This design comes from an exercise in tuning for small area, a short achievable clock period and few clock cycles per item on the open sky130 flow, not from production work.
At most, simulation tests tie the RTL to the original design; equivalence was not proved.

==> module byte_pack, before the edit <==
module byte_pack #(
    parameter int W = 33                    
) (
    input  logic [25:0]         chunk,          
    input  logic [4:0]          chunk_len,
    input  logic                chunk_last,
    input  logic                chunk_valid,
    output logic                chunk_take,
    output logic [31:0]         out_data,
    output logic                out_tlast,
    output logic                out_valid,
    input  logic                out_hold,
    input  logic                clk,
    input  logic                resetn
);
localparam int NW = 6;                   
logic [W-1:0]   acc;             
logic [NW-1:0]  n;               
logic           flush;           
logic           stuffp;          
logic [1:0]     k;               
logic [NW-4:0]  full;
logic           part;
logic [1:0]     avail;           
logic [15:0]    pad, tb;
logic [7:0]     b0, b1;
logic           ff0, ff1;
always_comb begin
    full  = n[NW-1:3];
    part  = flush & (n[2:0] != 3'd0);
    avail = (full >= 2) ? 2'd2 : 2'(full) + 2'(part);
    if (avail > 2'd2) avail = 2'd2;
    pad   = (flush && n < NW'(16)) ? (16'hffff >> n[3:0]) : 16'h0;
    tb    = acc[W-1 -: 16] | pad;
    b0    = tb[15:8];
    b1    = tb[7:0];
    ff0   = &b0;
    ff1   = &b1;
end
logic [1:0]     e;               
logic [1:0]     d;               
logic [7:0]     x0, x1;
logic           stuffp_n;
logic           one;             
always_comb begin
    one = &k;
    x0 = 8'h00; x1 = 8'h00; e = 2'd0; d = 2'd0; stuffp_n = 1'b0;
    if (out_valid) begin
        stuffp_n = stuffp;
    end else if (stuffp) begin
        x0 = 8'h00;
        if (avail != 2'd0 && !one) begin
            x1 = b0; e = 2'd2; d = 2'd1; stuffp_n = ff0;
        end else begin
            e = 2'd1;
        end
    end else if (avail != 2'd0) begin
        x0 = b0;
        if (ff0 & one) begin
            e = 2'd1; d = 2'd1; stuffp_n = 1'b1;
        end else if (ff0) begin
            x1 = 8'h00; e = 2'd2; d = 2'd1;
        end else if (avail == 2'd2 && !one) begin
            x1 = b1; e = 2'd2; d = 2'd2; stuffp_n = ff1;
        end else begin
            e = 2'd1; d = 2'd1;
        end
    end
end
logic [NW-1:0]  n_d;
logic [2:0]     t;
logic           done, push, go;
logic [31:0]    word;
always_comb begin
    case (d)
        2'd0: n_d = n;
        2'd1: n_d = (n > NW'(8))  ? n - NW'(8)  : '0;
        default: n_d = (n > NW'(16)) ? n - NW'(16) : '0;
    endcase
    t     = {1'b0, k} + {1'b0, e};
    done  = flush & (n_d == '0) & ~stuffp_n;
    push  = (t >= 3'd4) | (done & (t != 3'd0));
    go    = 1'b1;
    word  = out_data;
    case (k)
        2'd0: word[31:16] = {x0, x1};
        2'd1: word[23:8]  = {x0, x1};
        2'd2: word[15:0]  = {x0, x1};
        default: word[7:0] = x0;
    endcase
    if (push & (t < 3'd4)) begin
        if (t <= 3'd1) word[23:16] = 8'hff;
        if (t <= 3'd2) word[15:8]  = 8'hff;
        if (t <= 3'd3) word[7:0]   = 8'hff;
    end
end
logic [W+7:0]   ext, ext_d, ins;
logic           fit;
logic [NW:0]    nl;
logic [NW-1:0]  n_new;
logic           fit0, fit1, dge1;
logic [NW-1:0]  nl0, nl1, nl2;
always_comb begin
    nl    = (NW+1)'(n) + (NW+1)'(chunk_len);
    fit0  = nl <= (NW+1)'(W);
    fit1  = nl <= (NW+1)'(W + 8);
    dge1  = ~out_valid & (avail != 2'd0) & ~(stuffp & one);
    nl0   = NW'(nl);
    nl1   = NW'(nl - (NW+1)'(8));
    nl2   = NW'(nl - (NW+1)'(16));
    fit   = fit0 | (dge1 & fit1);
    chunk_take = chunk_valid & ~flush & go & fit;
    ins   = (W+8)'(chunk) << (W + 8 - nl);
    ext   = {acc, 8'h0} | (chunk_take ? ins : '0);
    case (go ? d : 2'd0)
        2'd0: ext_d = ext;
        2'd1: ext_d = ext << 8;
        default: ext_d = ext << 16;
    endcase
    if (chunk_take)
        case (d)
            2'd0: n_new = nl0;
            2'd1: n_new = nl1;
            default: n_new = nl2;
        endcase
    else
        n_new = n_d;
end
always_ff @(posedge clk)
    if (!resetn) begin
        acc       <= '0;
        n         <= '0;
        flush     <= 1'b0;
        stuffp    <= 1'b0;
        k         <= 2'd0;
        out_valid <= 1'b0;
    end else begin
        if (out_valid & ~out_hold)
            out_valid <= 1'b0;
        if (go) begin
            acc    <= ext_d[W+7 -: W];
            n      <= n_new;
            stuffp <= stuffp_n;
            if (chunk_take & chunk_last)
                flush <= 1'b1;
            else if (done & (t <= 3'd4))
                flush <= 1'b0;
            if (push) begin
                out_valid <= 1'b1;
                k         <= 2'd0;
            end else
                k         <= t[1:0];
        end
    end
always_ff @(posedge clk)
    if (e != 2'd0) begin
        out_data  <= word;
        out_tlast <= done;
    end
endmodule
clock: 9.5 ns
lec_check: 0
abc_area: 1
cap_margin: 20
core_margin: 2
core_utilization: 55
cts_cluster_diameter: 100
cts_cluster_size: 20
place_density: 0.7
setup_slack_margin: 4
slew_margin: 20
run.sh (not shown) runs the stock make flow with config.mk's settings and CLKGATE_MAP_FILE= SYNTH_SCRIPT=/design/flow/synth_recipe.tcl, a recipe that flattens the netlist after the stock synthesis.
Testbench counts at the start, summed over its fixed seeds: cycles 26,041, blocks 768.
Change:
--- a/flow/design.v
+++ b/flow/design.v
@@ -685,9 +685,9 @@
 logic           one;             
 always_comb begin
     one = &k;
     x0 = 8'h00; x1 = 8'h00; e = 2'd0; d = 2'd0; stuffp_n = 1'b0;
-    if (out_valid) begin
+    if (out_valid & out_hold) begin
         stuffp_n = stuffp;
     end else if (stuffp) begin
         x0 = 8'h00;
         if (avail != 2'd0 && !one) begin
The changed run finished with timing, DRC and antenna clean. First-iteration DRC count grows by 6.3%. Synthesized cell count increases by 1.9%. Global-route usage is higher by 2.8 points. Cell count came out higher by 1.6%. Routed wire length is higher by 7.7%. Worst hold slack is better by 8.9 ps. Die area rose by 1.0%. Non-clock buffer count increases by 2. Core utilization is higher by 0.22 points.
Function not checked in the second run of this note: the RTL went through the layout flow alone.

---

## delta
Another version of the RTL of jenc_backend (not shown whole).
Size in the first run: ~2800 cells after synthesis, about 450 flip-flops, about 69 I/O pins, about 0.027 mm^2 of cells after synthesis.
==> module entropy, before the edit <==
module entropy #(
    parameter int DEPTH = 4                 
) (
    input  logic signed [10:0]  q0,
    input  logic signed [10:0]  q1,
    input  logic                q_valid,
    output logic                q_hold,
    input  logic [4:0]          q_cnt,
    input  logic [1:0]          q_chroma,
    input  logic                q_last_mcu,
    output logic [25:0]         out_chunk,      
    output logic [4:0]          out_len,        
    output logic                out_last,       
    output logic                out_valid,
    input  logic                out_take,       
    input  logic                clk,
    input  logic                resetn
);
localparam int AW = 2;                   
typedef struct packed {
    logic               last;
    logic               dc;
    logic [1:0]         chroma;
    logic [1:0]         zrl;
    logic [3:0]         run;
    logic [10:0]        val;
} entry_t;
logic [5:0]     run_r;            
logic           take;
logic           is_dc, is_end, nz0, nz1;
logic           e0, e1;
logic [5:0]     run1;
entry_t         ent0, ent1;
always_comb begin
    take   = q_valid & ~q_hold;
    is_dc  = q_cnt == 5'd0;
    is_end = &q_cnt;
    nz0    = |q0;
    nz1    = |q1;
    e0     = is_dc | nz0;
    e1     = is_end | nz1;
    run1   = e0 ? 6'd0 : run_r + 6'd1;
    ent0.last   = 1'b0;
    ent0.dc     = is_dc;
    ent0.chroma = q_chroma;
    ent0.zrl    = is_dc ? 2'd0 : run_r[5:4];
    ent0.run    = is_dc ? 4'd0 : run_r[3:0];
    ent0.val    = q0;
    ent1.last   = is_end & q_last_mcu;
    ent1.dc     = 1'b0;
    ent1.chroma = q_chroma;
    ent1.zrl    = nz1 ? run1[5:4] : 2'd0;       
    ent1.run    = nz1 ? run1[3:0] : 4'd0;
    ent1.val    = q1;
end
always_ff @(posedge clk)
    if (take)
        run_r <= nz1 ? 6'd0 : run1 + 6'd1;
logic [DEPTH-1:0][20:0] mem;      
logic [AW-1:0]  wp, rp;
logic [AW:0]    cnt, cnt_next, cnt_push, cnt_pop;
logic           hold_next;
logic           pop;
logic [1:0]     npush;
entry_t         first;
entry_t         head;
always_comb begin
    npush    = take ? {1'b0, e0} + {1'b0, e1} : 2'd0;
    first    = e0 ? ent0 : ent1;
    head     = mem[rp];
    cnt_push = cnt + {{(AW-1){1'b0}}, npush};
    cnt_pop  = cnt_push - (AW+1)'(1);
    cnt_next = pop ? cnt_pop : cnt_push;
    hold_next = pop ? (cnt_pop > (AW+1)'(DEPTH - 2)) : (cnt_push > (AW+1)'(DEPTH - 2));
end
always_ff @(posedge clk) begin
    for (int i = 0; i < DEPTH; i++) begin
        if (take & (e0 | e1) & wp == AW'(i))
            mem[i] <= first;
        else if (take & e0 & e1 & wp + AW'(1) == AW'(i))
            mem[i] <= ent1;
    end
end
always_ff @(posedge clk)
    if (!resetn) begin
        wp     <= '0;
        rp     <= '0;
        cnt    <= '0;
        q_hold <= 1'b0;
    end else begin
        wp     <= wp + AW'(npush);
        rp     <= rp + AW'(pop);
        cnt    <= cnt_next;
        q_hold <= hold_next;
    end
function automatic [3:0] bit_length(input logic [10:0] m);
    bit_length = 0;
    for (int k = 0; k < 11; k++)
        if (m[k])
            bit_length = 4'(k + 1);
endfunction
logic signed [10:0] pred [3];
logic [1:0]         zc;           
logic               s_valid, s_ready;
logic               s_dc, s_chroma, s_last;
logic [3:0]         s_run, s_size;
logic [10:0]        s_amp;
logic               h_valid, h_zrl;
logic signed [11:0] v, vn;
logic signed [10:0] p;
logic [10:0]        mag, smear;
logic [3:0]         size;
logic               c_ready;
always_comb begin
    h_valid = cnt != '0;
    h_zrl   = head.zrl != zc;
    p       = head.dc ? pred[head.chroma] : 11'sd0;
    v       = {head.val[10], head.val} - {p[10], p};
    vn      = {p[10], p} - {head.val[10], head.val};
    mag     = v[11] ? vn[10:0] : v[10:0];
    size    = bit_length(mag);
    smear   = mag;
    for (int k = 9; k >= 0; k--)
        smear[k] = smear[k] | smear[k+1];
    s_ready = ~s_valid | c_ready;
    pop     = h_valid & s_ready & ~h_zrl;
end
always_ff @(posedge clk)
    if (!resetn) begin
        s_valid <= 1'b0;
        zc      <= 2'd0;
        for (int c = 0; c < 3; c++)
            pred[c] <= '0;
    end else if (s_ready) begin
        s_valid <= h_valid;
        if (h_valid) begin
            if (h_zrl)
                zc <= zc + 2'd1;
            else begin
                zc <= 2'd0;
                if (head.last)
                    for (int c = 0; c < 3; c++)
                        pred[c] <= '0;
                else if (head.dc)
                    pred[head.chroma] <= head.val;
            end
        end
    end
always_ff @(posedge clk)
    if (s_ready & h_valid) begin
        s_dc     <= head.dc;
        s_chroma <= |head.chroma;
        s_last   <= head.last & ~h_zrl;
        s_run    <= h_zrl ? 4'hf : head.run;
        s_size   <= h_zrl ? 4'h0 : size;
        s_amp    <= h_zrl ? 11'h0 : (v[11] ? mag ^ smear : mag);
    end
logic [4:0]     code_len;
logic [15:0]    code;
huff_tables ht (
    .dc     (s_dc),
    .chroma (s_chroma),
    .run    (s_run),
    .size   (s_size),
    .len    (code_len),
    .code   (code)
);
always_comb c_ready = ~out_valid | out_take;
always_ff @(posedge clk)
    if (!resetn)
        out_valid <= 1'b0;
    else if (c_ready)
        out_valid <= s_valid;
always_ff @(posedge clk)
    if (c_ready & s_valid) begin
        out_chunk <= (26'(code) << s_size) | 26'(s_amp);
        out_len   <= code_len + 5'(s_size);
        out_last  <= s_last;
    end
endmodule
export LEC_CHECK = 0
export CAP_MARGIN = 20
export CORE_MARGIN = 2
export CORE_UTILIZATION = 40
export PLACE_DENSITY = 0.6
export SLEW_MARGIN = 20
create_clock -name core_clock -period 9.5 [get_ports {clk}]
Setup changes, delta to willow
diff --git a/flow/design.v b/flow/design.v
--- a/flow/design.v
+++ b/flow/design.v
@@ -479,9 +479,9 @@
 end
 always_ff @(posedge clk)
     if (take)
         run_r <= nz1 ? 6'd0 : run1 + 6'd1;
-logic [DEPTH-1:0][20:0] mem;      
+entry_t         mem [DEPTH];
 logic [AW-1:0]  wp, rp;
 logic [AW:0]    cnt, cnt_next, cnt_push, cnt_pop;
 logic           hold_next;
 logic           pop;
### Flow results
- Final worst slack: willow vs delta up 2.44 ns
- willow vs. delta: depth of the worst register-to-register path went down by 2.
- Comparing willow and delta, the lower final-layout worst hold slack is on delta.
- Diff willow and delta: post-route minimum period lower in willow
- Looking at synthesis-to-layout area growth, willow sits 3.2 points higher than delta does.
No run of this note included a check of the RTL's function; only the layout flow was run.

---

Another version of the RTL of jenc_backend (not shown whole).
For scale: ~2600 cells after synthesis, ~270 flip-flops, ~69 I/O pins.
==> module byte_pack, before the edit <==
module byte_pack #(
    parameter int W = 33                    
) (
    input  logic [25:0]         chunk,          
    input  logic [4:0]          chunk_len,
    input  logic                chunk_last,
    input  logic                chunk_valid,
    output logic                chunk_take,
    output logic [31:0]         out_data,
    output logic                out_tlast,
    output logic                out_valid,
    input  logic                out_hold,
    input  logic                clk,
    input  logic                resetn
);
localparam int NW = 6;                   
logic [W-1:0]   acc;             
logic [NW-1:0]  n;               
logic           flush;           
logic           stuffp;          
logic [1:0]     k;               
logic [NW-4:0]  full;
logic           part;
logic [1:0]     avail;           
logic [15:0]    pad, tb;
logic [7:0]     b0, b1;
logic           ff0, ff1;
always_comb begin
    full  = n[NW-1:3];
    part  = flush & (n[2:0] != 3'd0);
    avail = (full >= 2) ? 2'd2 : 2'(full) + 2'(part);
    if (avail > 2'd2) avail = 2'd2;
    pad   = (flush && n < NW'(16)) ? (16'hffff >> n[3:0]) : 16'h0;
    tb    = acc[W-1 -: 16] | pad;
    b0    = tb[15:8];
    b1    = tb[7:0];
    ff0   = &b0;
    ff1   = &b1;
end
logic [1:0]     e;               
logic [1:0]     d;               
logic [7:0]     x0, x1;
logic           stuffp_n;
logic           one;             
always_comb begin
    one = &k;
    x0 = 8'h00; x1 = 8'h00; e = 2'd0; d = 2'd0; stuffp_n = 1'b0;
    if (out_valid) begin
        stuffp_n = stuffp;
    end else if (stuffp) begin
        x0 = 8'h00;
        if (avail != 2'd0 && !one) begin
            x1 = b0; e = 2'd2; d = 2'd1; stuffp_n = ff0;
        end else begin
            e = 2'd1;
        end
    end else if (avail != 2'd0) begin
        x0 = b0;
        if (ff0 & one) begin
            e = 2'd1; d = 2'd1; stuffp_n = 1'b1;
        end else if (ff0) begin
            x1 = 8'h00; e = 2'd2; d = 2'd1;
        end else if (avail == 2'd2 && !one) begin
            x1 = b1; e = 2'd2; d = 2'd2; stuffp_n = ff1;
        end else begin
            e = 2'd1; d = 2'd1;
        end
    end
end
logic [NW-1:0]  n_d;
logic [2:0]     t;
logic           done, push, go;
logic [31:0]    word;
always_comb begin
    case (d)
        2'd0: n_d = n;
        2'd1: n_d = (n > NW'(8))  ? n - NW'(8)  : '0;
        default: n_d = (n > NW'(16)) ? n - NW'(16) : '0;
    endcase
    t     = {1'b0, k} + {1'b0, e};
    done  = flush & (n_d == '0) & ~stuffp_n;
    push  = (t >= 3'd4) | (done & (t != 3'd0));
    go    = 1'b1;
    word  = out_data;
    case (k)
        2'd0: word[31:16] = {x0, x1};
        2'd1: word[23:8]  = {x0, x1};
        2'd2: word[15:0]  = {x0, x1};
        default: word[7:0] = x0;
    endcase
    if (push & (t < 3'd4)) begin
        if (t <= 3'd1) word[23:16] = 8'hff;
        if (t <= 3'd2) word[15:8]  = 8'hff;
        if (t <= 3'd3) word[7:0]   = 8'hff;
    end
end
logic [W+15:0]  ext, ext_d, ins;
logic           fit;
logic [NW:0]    nl;
logic [NW-1:0]  n_new;
logic           fit0, fit1, fit2;
logic [NW-1:0]  nl0, nl1, nl2;
always_comb begin
    nl    = (NW+1)'(n) + (NW+1)'(chunk_len);
    fit0  = nl <= (NW+1)'(W);
    fit1  = nl <= (NW+1)'(W + 8);
    fit2  = nl <= (NW+1)'(W + 16);
    nl0   = NW'(nl);
    nl1   = NW'(nl - (NW+1)'(8));
    nl2   = NW'(nl - (NW+1)'(16));
    case (d)
        2'd0: fit = fit0;
        2'd1: fit = fit1;
        default: fit = fit2;
    endcase
    chunk_take = chunk_valid & ~flush & go & fit;
    ins   = (W+16)'(chunk) << (W + 16 - nl);
    ext   = {acc, 16'h0} | (chunk_take ? ins : '0);
    case (go ? d : 2'd0)
        2'd0: ext_d = ext;
        2'd1: ext_d = ext << 8;
        default: ext_d = ext << 16;
    endcase
    if (chunk_take)
        case (d)
            2'd0: n_new = nl0;
            2'd1: n_new = nl1;
            default: n_new = nl2;
        endcase
    else
        n_new = n_d;
end
always_ff @(posedge clk)
    if (!resetn) begin
        acc       <= '0;
        n         <= '0;
        flush     <= 1'b0;
        stuffp    <= 1'b0;
        k         <= 2'd0;
        out_valid <= 1'b0;
    end else begin
        if (out_valid & ~out_hold)
            out_valid <= 1'b0;
        if (go) begin
            acc    <= ext_d[W+15 -: W];
            n      <= n_new;
            stuffp <= stuffp_n;
            if (chunk_take & chunk_last)
                flush <= 1'b1;
            else if (done & (t <= 3'd4))
                flush <= 1'b0;
            if (push) begin
                out_valid <= 1'b1;
                k         <= 2'd0;
            end else
                k         <= t[1:0];
        end
    end
always_ff @(posedge clk)
    if (e != 2'd0) begin
        out_data  <= word;
        out_tlast <= done;
    end
endmodule
Settings: LEC_CHECK=0, CAP_MARGIN=20, CORE_MARGIN=2, CORE_UTILIZATION=40, PLACE_DENSITY=0.6, SLEW_MARGIN=20; clock period 9.5 ns.
Testbench counts at the start, summed over its fixed seeds: cycles 25,848, blocks 768.
Edit:
--- a/flow/design.v
+++ b/flow/design.v
@@ -636,12 +636,13 @@
 );
 localparam int NW = 6;                   
 logic [W-1:0]   acc;             
 logic [NW-1:0]  n;               
 logic           flush;           
 logic           stuffp;          
+logic [23:0]    asm_r;           
 logic [1:0]     k;               
 logic [NW-4:0]  full;
 logic           part;
 logic [1:0]     avail;           
 logic [15:0]    pad, tb;
 logic [7:0]     b0, b1;
@@ -659,32 +660,26 @@
     ff1   = &b1;
 end
 logic [1:0]     e;               
 logic [1:0]     d;               
 logic [7:0]     x0, x1;
 logic           stuffp_n;
-logic           one;             
 always_comb begin
-    one = &k;
     x0 = 8'h00; x1 = 8'h00; e = 2'd0; d = 2'd0; stuffp_n = 1'b0;
-    if (out_valid) begin
-        stuffp_n = stuffp;
-    end else if (stuffp) begin
+    if (stuffp) begin
         x0 = 8'h00;
-        if (avail != 2'd0 && !one) begin
+        if (avail != 2'd0) begin
             x1 = b0; e = 2'd2; d = 2'd1; stuffp_n = ff0;
         end else begin
             e = 2'd1;
         end
     end else if (avail != 2'd0) begin
         x0 = b0;
-        if (ff0 & one) begin
-            e = 2'd1; d = 2'd1; stuffp_n = 1'b1;
-        end else if (ff0) begin
+        if (ff0) begin
             x1 = 8'h00; e = 2'd2; d = 2'd1;
-        end else if (avail == 2'd2 && !one) begin
+        end else if (avail == 2'd2) begin
             x1 = b1; e = 2'd2; d = 2'd2; stuffp_n = ff1;
         end else begin
             e = 2'd1; d = 2'd1;
         end
     end
 end
@@ -698,21 +693,20 @@
         2'd1: n_d = (n > NW'(8))  ? n - NW'(8)  : '0;
         default: n_d = (n > NW'(16)) ? n - NW'(16) : '0;
     endcase
     t     = {1'b0, k} + {1'b0, e};
     done  = flush & (n_d == '0) & ~stuffp_n;
     push  = (t >= 3'd4) | (done & (t != 3'd0));
-    go    = 1'b1;
-    word  = out_data;
+    go    = ~(push & out_valid);
     case (k)
-        2'd0: word[31:16] = {x0, x1};
-        2'd1: word[23:8]  = {x0, x1};
-        2'd2: word[15:0]  = {x0, x1};
-        default: word[7:0] = x0;
+        2'd0: word = {x0, x1, 16'hffff};
+        2'd1: word = {asm_r[23:16], x0, x1, 8'hff};
+        2'd2: word = {asm_r[23:8], x0, x1};
+        default: word = {asm_r, x0};
     endcase
-    if (push & (t < 3'd4)) begin
+    if (t < 3'd4) begin
         if (t <= 3'd1) word[23:16] = 8'hff;
         if (t <= 3'd2) word[15:8]  = 8'hff;
         if (t <= 3'd3) word[7:0]   = 8'hff;
     end
 end
 logic [W+15:0]  ext, ext_d, ins;
@@ -769,21 +763,30 @@
             if (chunk_take & chunk_last)
                 flush <= 1'b1;
             else if (done & (t <= 3'd4))
                 flush <= 1'b0;
             if (push) begin
                 out_valid <= 1'b1;
-                k         <= 2'd0;
+                k         <= (t == 3'd5) ? 2'd1 : 2'd0;
             end else
                 k         <= t[1:0];
         end
     end
 always_ff @(posedge clk)
-    if (e != 2'd0) begin
-        out_data  <= word;
-        out_tlast <= done;
+    if (go) begin
+        if (push) begin
+            out_data  <= word;
+            out_tlast <= done & (t <= 3'd4);
+            asm_r[23:16] <= x1;           
+        end else
+            case (k)
+                2'd0: asm_r[23:8] <= {x0, x1};
+                2'd1: asm_r[15:0] <= {x0, x1};
+                2'd2: asm_r[7:0] <= x0;
+                default: ;
+            endcase
     end
 endmodule
 module jenc_backend (
     input  logic               clk,
     input  logic               resetn,
     input  logic signed [10:0] q0,
After rerunning: Core utilization went down by 0.12 points; fmax goes up by about 3.7%; setup slack gains 230 ps; critical path depth went down by 3; synthesized cell count climbs by 7.3%.
No functional check of the RTL was part of the second run of this note.

[static timing again, ports no longer ideal]
The results above use ideal ports. As a check the final layouts listed here were re-extracted and re-timed, cells and wires unchanged.
Step 1 sets driving cells, clkbuf_16 on the clock port and buf_2 on the other inputs (assumed; they add their load-dependent delay and slew).
Step 2 moves the port delays by t, midway between the first and last clock arrival at a register: inputs arrive t later, outputs are due t later. That takes back most of the time a late clock gives input paths.
Slacks: ideal ports / drivers / drivers and shift; pairs: ideal ports / drivers.
run | t, ns | slack for setup (ns) | slew at the worst register clock pin (ns) | worst slew at a driven data input, ns | cell pins on the clock port's net
the first run of note 1 | 0.564 | 4.459 / 4.459 / 4.436 | 0.09 / 0.09 | 0.04 | 1
the second run of note 1 | 0.564 | 4.371 / 4.371 / 4.371 | 0.09 / 0.09 | 0.04 | 1
delta | 0.669 | 2.103 / 2.103 / 2.103 | 0.06 / 0.06 | 0.05 | 1
willow | 0.466 | 4.546 / 4.546 / 4.115 | 0.07 / 0.07 | 0.04 | 1
the first run of note 3 | 0.629 | 3.260 / 3.260 / 3.260 | 0.07 / 0.07 | 0.04 | 1
the second run of note 3 | 0.606 | 3.485 / 3.485 / 3.421 | 0.06 / 0.06 | 0.05 | 1
After both steps every run listed still meets setup and hold. The setup slack of willow, which loses most, moves by 0.000 ns with the drivers and by -0.431 ns with both steps.
